This design comes from an exercise in tuning for small area, a short achievable clock period and few clock cycles per item on the open sky130 flow, not from production work. Function was checked by simulation only, so behaviour that the tests miss may differ from the original.

Design pratica3, start of the top module:
module pratica3(clock, reset, instr_valid, instr, instr_ready, idle,
                R1, R2, R3, R4, R5, R6, R7);
Settings: LEC_CHECK=0, CAP_MARGIN=20, CORE_MARGIN=2, CORE_UTILIZATION=40, SLEW_MARGIN=20; clock period 33.0 ns.
standard.sh (not shown) runs the stock make flow with config.mk's settings and CLKGATE_MAP_FILE= SYNTH_SCRIPT=/design/flow/synth_recipe.tcl, a recipe that flattens the netlist after the stock synthesis.
==> flow/flow/run.sh <==
#!/bin/bash
# The standard layout with two changes:
#  - ABC maps the logic with delay-targeted area recovery (map -D, then
#    buffering and gate sizing to the same target) instead of the default
#    speed script, which sizes every path for minimum delay;
#  - the port buffers are sky130_fd_sc_hd__buf_2 cells rather than the delay
#    buffers buffer_ports picks by default.
# Synthesis is otherwise ORFS's (synth_recipe.tcl, unchanged), so the
# registers and their names are the standard synthesis's.
set -euo pipefail
work=$PWD
rm -rf "$work/scripts"
cp -r "$FLOW_HOME/scripts" "$work/scripts"
cp "$work/flow/abc_area.script" "$work/scripts/abc_area.script"
bash standard.sh SCRIPTS_DIR="$work/scripts" ABC_AREA=1 \
  BUFFER_PORTS_ARGS="-buffer_cell sky130_fd_sc_hd__buf_2" finish > standard.log 2>&1
==> flow/flow/abc_area.script <==
strash
dch
map -D 4000 -B 0.9
topo
stime -c
buffer -c
upsize -c -D 4000
dnsize -c -D 4000
Testbench counts at the start, summed over its fixed seeds: cycles 13,239, items 12,000.
Then changed:
==> flow/flow/run.sh (replaced) <==
#!/bin/bash
# The standard layout, except that the port buffers are sky130_fd_sc_hd__buf_2
# cells rather than the delay buffers buffer_ports picks by default.
set -euo pipefail
bash standard.sh BUFFER_PORTS_ARGS="-buffer_cell sky130_fd_sc_hd__buf_2" finish > standard.log 2>&1
--- a/flow/config.mk
+++ b/flow/config.mk
@@ -10,2 +10,4 @@
 export CORE_UTILIZATION = 40
+export CTS_BUF_LIST = sky130_fd_sc_hd__clkbuf_8
+export CTS_CLUSTER_SIZE = 40
 export SLEW_MARGIN = 20
removed: flow/flow/abc_area.script
Global-route usage fell by 3.4 points.
Non-clock buffer count rose by 18.
Clock skew rose by 0.0037 ns.
Hold slack improves by 0.012 ns.
Setup slack degrades by 0.059 ns.
Count of clock-buffer cells in the layout fell by 1.
Then changed:
==> flow/flow/run.sh (replaced) <==
#!/bin/bash
# The standard layout with two changes:
#  - ABC maps the logic with delay-targeted area recovery (map -D, then
#    buffering and gate sizing to the same target) instead of the default
#    speed script, which sizes every path for minimum delay;
#  - the port buffers are sky130_fd_sc_hd__buf_2 cells rather than the delay
#    buffers buffer_ports picks by default.
# Synthesis is otherwise ORFS's (synth_recipe.tcl, unchanged), so the
# registers and their names are the standard synthesis's.
set -euo pipefail
work=$PWD
rm -rf "$work/scripts"
cp -r "$FLOW_HOME/scripts" "$work/scripts"
cp "$work/flow/abc_area.script" "$work/scripts/abc_area.script"
bash standard.sh SCRIPTS_DIR="$work/scripts" ABC_AREA=1 \
  BUFFER_PORTS_ARGS="-buffer_cell sky130_fd_sc_hd__buf_2" finish > standard.log 2>&1
==> flow/flow/abc_area.script (new file) <==
strash
dch
map -D 4500 -B 0.9
topo
stime -c
buffer -c
upsize -c -D 4500
dnsize -c -D 4500
--- a/flow/config.mk
+++ b/flow/config.mk
@@ -10,4 +10,2 @@
 export CORE_UTILIZATION = 40
-export CTS_BUF_LIST = sky130_fd_sc_hd__clkbuf_8
-export CTS_CLUSTER_SIZE = 40
 export SLEW_MARGIN = 20
Outcome:
- cell count goes up by 8.7%
- non-clock buffer count goes down by 11
- via count goes up by 3.7%
- setup slack improved by 0.081 ns
- cell area goes down by 5.6%
- synthesized area goes down by 7.7%
- global-route usage goes up by 1.9 points
- critical path depth does not change
- clock-buffer cell count stays the same
Then changed:
==> flow/run.sh (new file) <==
#!/bin/bash
# synth_recipe.tcl (not shown) runs the flow's synth.tcl, then flattens the netlist and writes it again
# the make line also repeats each setting of config.mk as NAME=value (left out here)
make -C /OpenROAD-flow-scripts/flow DESIGN_CONFIG=/design/flow/config.mk WORK_HOME=/design/flow/orfs CLKGATE_MAP_FILE= SYNTH_SCRIPT=/design/flow/synth_recipe.tcl finish
removed: flow/flow/run.sh
removed: flow/flow/abc_area.script
removed: flow/standard.sh
What happened: Routed wire length goes up by 1.7%. Count of clock-buffer cells in the layout goes up by 1. Setup slack gets worse by 0.38 ns. Utilization goes up by 1.0 points.
Then changed:
==> flow/flow/run.sh (new file) <==
#!/bin/bash
# The standard layout, except that the port buffers are sky130_fd_sc_hd__buf_2
# cells rather than the delay buffers buffer_ports picks by default.
set -euo pipefail
bash standard.sh BUFFER_PORTS_ARGS="-buffer_cell sky130_fd_sc_hd__buf_2" finish > standard.log 2>&1
==> flow/standard.sh (new file) <==
#!/bin/bash
# synth_recipe.tcl (not shown) runs the flow's synth.tcl, then flattens the netlist and writes it again
# the make line also repeats each setting of config.mk as NAME=value (left out here)
make -C /OpenROAD-flow-scripts/flow DESIGN_CONFIG=/design/flow/config.mk WORK_HOME=/design/flow/orfs CLKGATE_MAP_FILE= SYNTH_SCRIPT=/design/flow/synth_recipe.tcl "${@:-finish}"
removed: flow/run.sh
Clock-buffer cell count goes down by 1.
Setup slack gains 0.37 ns.
Global-route usage shrinks by 0.37 points.
Synthesized cell count stays the same.
Critical path depth is unchanged.
Core utilization went down by 1.5 points.
Routed wire length came out lower slightly.
Flip-flop and latch count does not change.
Area after synthesis stays the same.

pratica3, a different RTL version from the one above (not shown whole).
For scale: ~2100 cells after synthesis, roughly 190 flip-flops, about 130 I/O pins.
## pratica3
module pratica3(clock, reset, instr_valid, instr, instr_ready, idle,
                R1, R2, R3, R4, R5, R6, R7);
Settings: LEC_CHECK=0, CAP_MARGIN=20, CORE_MARGIN=2, CORE_UTILIZATION=65, CTS_CLUSTER_DIAMETER=300, CTS_CLUSTER_SIZE=100, SLEW_MARGIN=20; clock period 33.0 ns.
==> flow/flow/run.sh <==
#!/bin/bash
# The standard layout with two changes:
#  - ABC maps the logic with delay-targeted area recovery (map -D, then
#    buffering and gate sizing to the same target) instead of the default
#    speed script, which sizes every path for minimum delay;
#  - the port buffers are sky130_fd_sc_hd__buf_2 cells rather than the delay
#    buffers buffer_ports picks by default.
# Synthesis is otherwise ORFS's (synth_recipe.tcl, unchanged), so the
# registers and their names are the standard synthesis's.
set -euo pipefail
work=$PWD
rm -rf "$work/scripts"
cp -r "$FLOW_HOME/scripts" "$work/scripts"
cp "$work/flow/abc_area.script" "$work/scripts/abc_area.script"
bash standard.sh SCRIPTS_DIR="$work/scripts" ABC_AREA=1 \
  BUFFER_PORTS_ARGS="-buffer_cell sky130_fd_sc_hd__buf_2" finish > standard.log 2>&1
==> flow/flow/abc_area.script <==
strash
dch
map -D 5000 -B 0.9
topo
stime -c
buffer -c
upsize -c -D 5000
dnsize -c -D 5000
The baseline passed the timing, design-rule and antenna checks.
Testbench counts at the start, summed over its fixed seeds: cycles 12,917, items 12,000.
Rerun with:
--- a/flow/flow/run.sh
+++ b/flow/flow/run.sh
@@ -13,4 +13,4 @@
 cp -r "$FLOW_HOME/scripts" "$work/scripts"
 cp "$work/flow/abc_area.script" "$work/scripts/abc_area.script"
-bash standard.sh SCRIPTS_DIR="$work/scripts" ABC_AREA=1 \
+bash standard.sh SCRIPTS_DIR="$work/scripts" ABC_AREA=1 SYNTH_OPERATIONS_ARGS=-nofsm \
   BUFFER_PORTS_ARGS="-buffer_cell sky130_fd_sc_hd__buf_2" finish > standard.log 2>&1
--- a/flow/config.mk
+++ b/flow/config.mk
@@ -9,5 +9,3 @@
 export CORE_MARGIN = 2
 export CORE_UTILIZATION = 65
-export CTS_CLUSTER_DIAMETER = 300
-export CTS_CLUSTER_SIZE = 100
 export SLEW_MARGIN = 20
Result: Wire length is lower by 6.3%. Via count is lower by 5.9%.

Another version of the RTL of pratica3 (not shown whole).
For scale: ~2300 cells after synthesis, roughly 130 I/O pins, roughly 15000 sq um of cells after synthesis.
export LEC_CHECK = 0
export CAP_MARGIN = 20
export CORE_MARGIN = 2
export CORE_UTILIZATION = 40
export SLEW_MARGIN = 20
create_clock -name core_clock -period 33.0 [get_ports {clock}]
==> flow/flow/run.sh <==
#!/bin/bash
# The standard layout with three changes:
#  - Yosys leaves adders to ABC instead of mapping them onto full- and
#    half-adder cells first (ADDER_MAP_FILE empty: no extract_fa), so ABC
#    can optimise through them;
#  - ABC maps for area and then buffers and sizes gates against a delay
#    target (flow/abc_area.script) instead of the default speed script,
#    which sizes every path for minimum delay;
#  - the port buffers are sky130_fd_sc_hd__buf_2 cells rather than the delay
#    buffers buffer_ports picks by default.
# Synthesis is otherwise ORFS's (synth_recipe.tcl, unchanged), so the
# registers and their names are the standard synthesis's. The clock, the
# input and output delays and every other constraint are the standard flow's.
set -euo pipefail
work=$PWD
rm -rf "$work/scripts"
cp -r "$FLOW_HOME/scripts" "$work/scripts"
cp "$work/flow/abc_area.script" "$work/scripts/abc_area.script"
bash standard.sh SCRIPTS_DIR="$work/scripts" ABC_AREA=1 ADDER_MAP_FILE= \
  BUFFER_PORTS_ARGS="-buffer_cell sky130_fd_sc_hd__buf_2" finish > standard.log 2>&1
==> flow/flow/abc_area.script <==
strash
dch
map -a
topo
stime -c
buffer -c
upsize -c -D 5500
dnsize -c -D 5500
The first run produced a clean layout.
Testbench counts at the start, summed over its fixed seeds: cycles 13,239, items 12,000.
Edit:
==> flow/flow/run.sh (replaced) <==
#!/bin/bash
# The standard layout with two changes:
#  - ABC maps the logic with delay-targeted area recovery (map -D, then
#    buffering and gate sizing to the same target) instead of the default
#    speed script, which sizes every path for minimum delay;
#  - the port buffers are sky130_fd_sc_hd__buf_2 cells rather than the delay
#    buffers buffer_ports picks by default.
# Synthesis is otherwise ORFS's (synth_recipe.tcl, unchanged), so the
# registers and their names are the standard synthesis's.
set -euo pipefail
work=$PWD
rm -rf "$work/scripts"
cp -r "$FLOW_HOME/scripts" "$work/scripts"
cp "$work/flow/abc_area.script" "$work/scripts/abc_area.script"
bash standard.sh SCRIPTS_DIR="$work/scripts" ABC_AREA=1 \
  BUFFER_PORTS_ARGS="-buffer_cell sky130_fd_sc_hd__buf_2" finish > standard.log 2>&1
==> flow/flow/abc_area.script (replaced) <==
strash
dch
map -D 5000 -B 0.9
topo
stime -c
buffer -c
upsize -c -D 5000
dnsize -c -D 5000
CORE_UTILIZATION = 65   (was 40)
Effect:
- The changed run ran to the end with no violations
- synthesized cell count falls by roughly a tenth
- cell area stays flat
- die area falls by well over a third
- routed wire length falls by a little under a tenth
- clock-buffer cell count does not change
- global-route usage rises by 14 points
- setup slack gets better by 0.21 ns
- worst hold slack gets better by 0.0081 ns
- critical path depth falls by 33
- register-to-register slack gets better by 0.36 ns
Edit:
CORE_UTILIZATION = 40   (was 65)
After rerunning: Setup slack gets better by 0.018 ns. Cell area went up slightly. Synthesized cell count does not change. Core utilization shrinks by 28 points. Non-clock buffer count grows by 11. Routed wire length rises by a little under a tenth. Worst hold slack is about the same. Die area came out higher by well over a third. Fmax is about the same.

-- static timing again, ports no longer ideal --
In the flow no input, the clock included, has a driving cell. The finished layouts below were timed again as built, in two steps. Step 1: set_driving_cell puts a clkbuf_16 on clock and a buf_2 on each other input, an assumption about the parent block. Step 2 times the ports against the registers' clock, not the clock port: input delays grow and output delays shrink by t, the midpoint of the rising clock arrivals with the driver on. a / b / c = ideal / step 1 / step 2; a / b = the first two.
run | shift t [ns] | setup WS [ns] | hold WS [ns] | clock arrival spread, ns
the first run of note 1 | 0.540 | 25.257 / 25.200 / 25.737 | 0.456 / 0.456 / 0.456 | 0.018 / 0.019
the second run of note 1 | 0.572 | 25.198 / 25.150 / 25.722 | 0.468 / 0.468 / 0.468 | 0.023 / 0.022
the third run of note 1 | 0.520 | 25.280 / 25.227 / 25.401 | 0.444 / 0.444 / 0.444 | 0.023 / 0.023
the fourth run of note 1 | 0.500 | 24.901 / 24.850 / 25.350 | 0.454 / 0.454 / 0.454 | 0.010 / 0.010
the fifth run of note 1 | 0.514 | 25.274 / 25.221 / 25.735 | 0.463 / 0.463 / 0.463 | 0.017 / 0.017
the first run of note 2 | 0.497 | 25.277 / 25.226 / 25.105 | 0.479 / 0.479 / 0.479 | 0.019 / 0.019
the second run of note 2 | 0.495 | 24.920 / 24.920 / 24.920 | 0.546 / 0.546 / 0.546 | 0.022 / 0.022
the first run of note 3 | 0.517 | 25.084 / 25.084 / 25.084 | 0.474 / 0.474 / 0.474 | 0.029 / 0.028
the second run of note 3 | 0.500 | 25.298 / 25.250 / 24.997 | 0.482 / 0.482 / 0.482 | 0.021 / 0.021
the third run of note 3 | 0.499 | 25.316 / 25.263 / 25.087 | 0.483 / 0.483 / 0.483 | 0.015 / 0.015
After both steps every run listed still meets setup and hold. The setup slack of the second run of note 3, which loses most, moves by -0.048 ns with the drivers and by -0.301 ns with both steps.
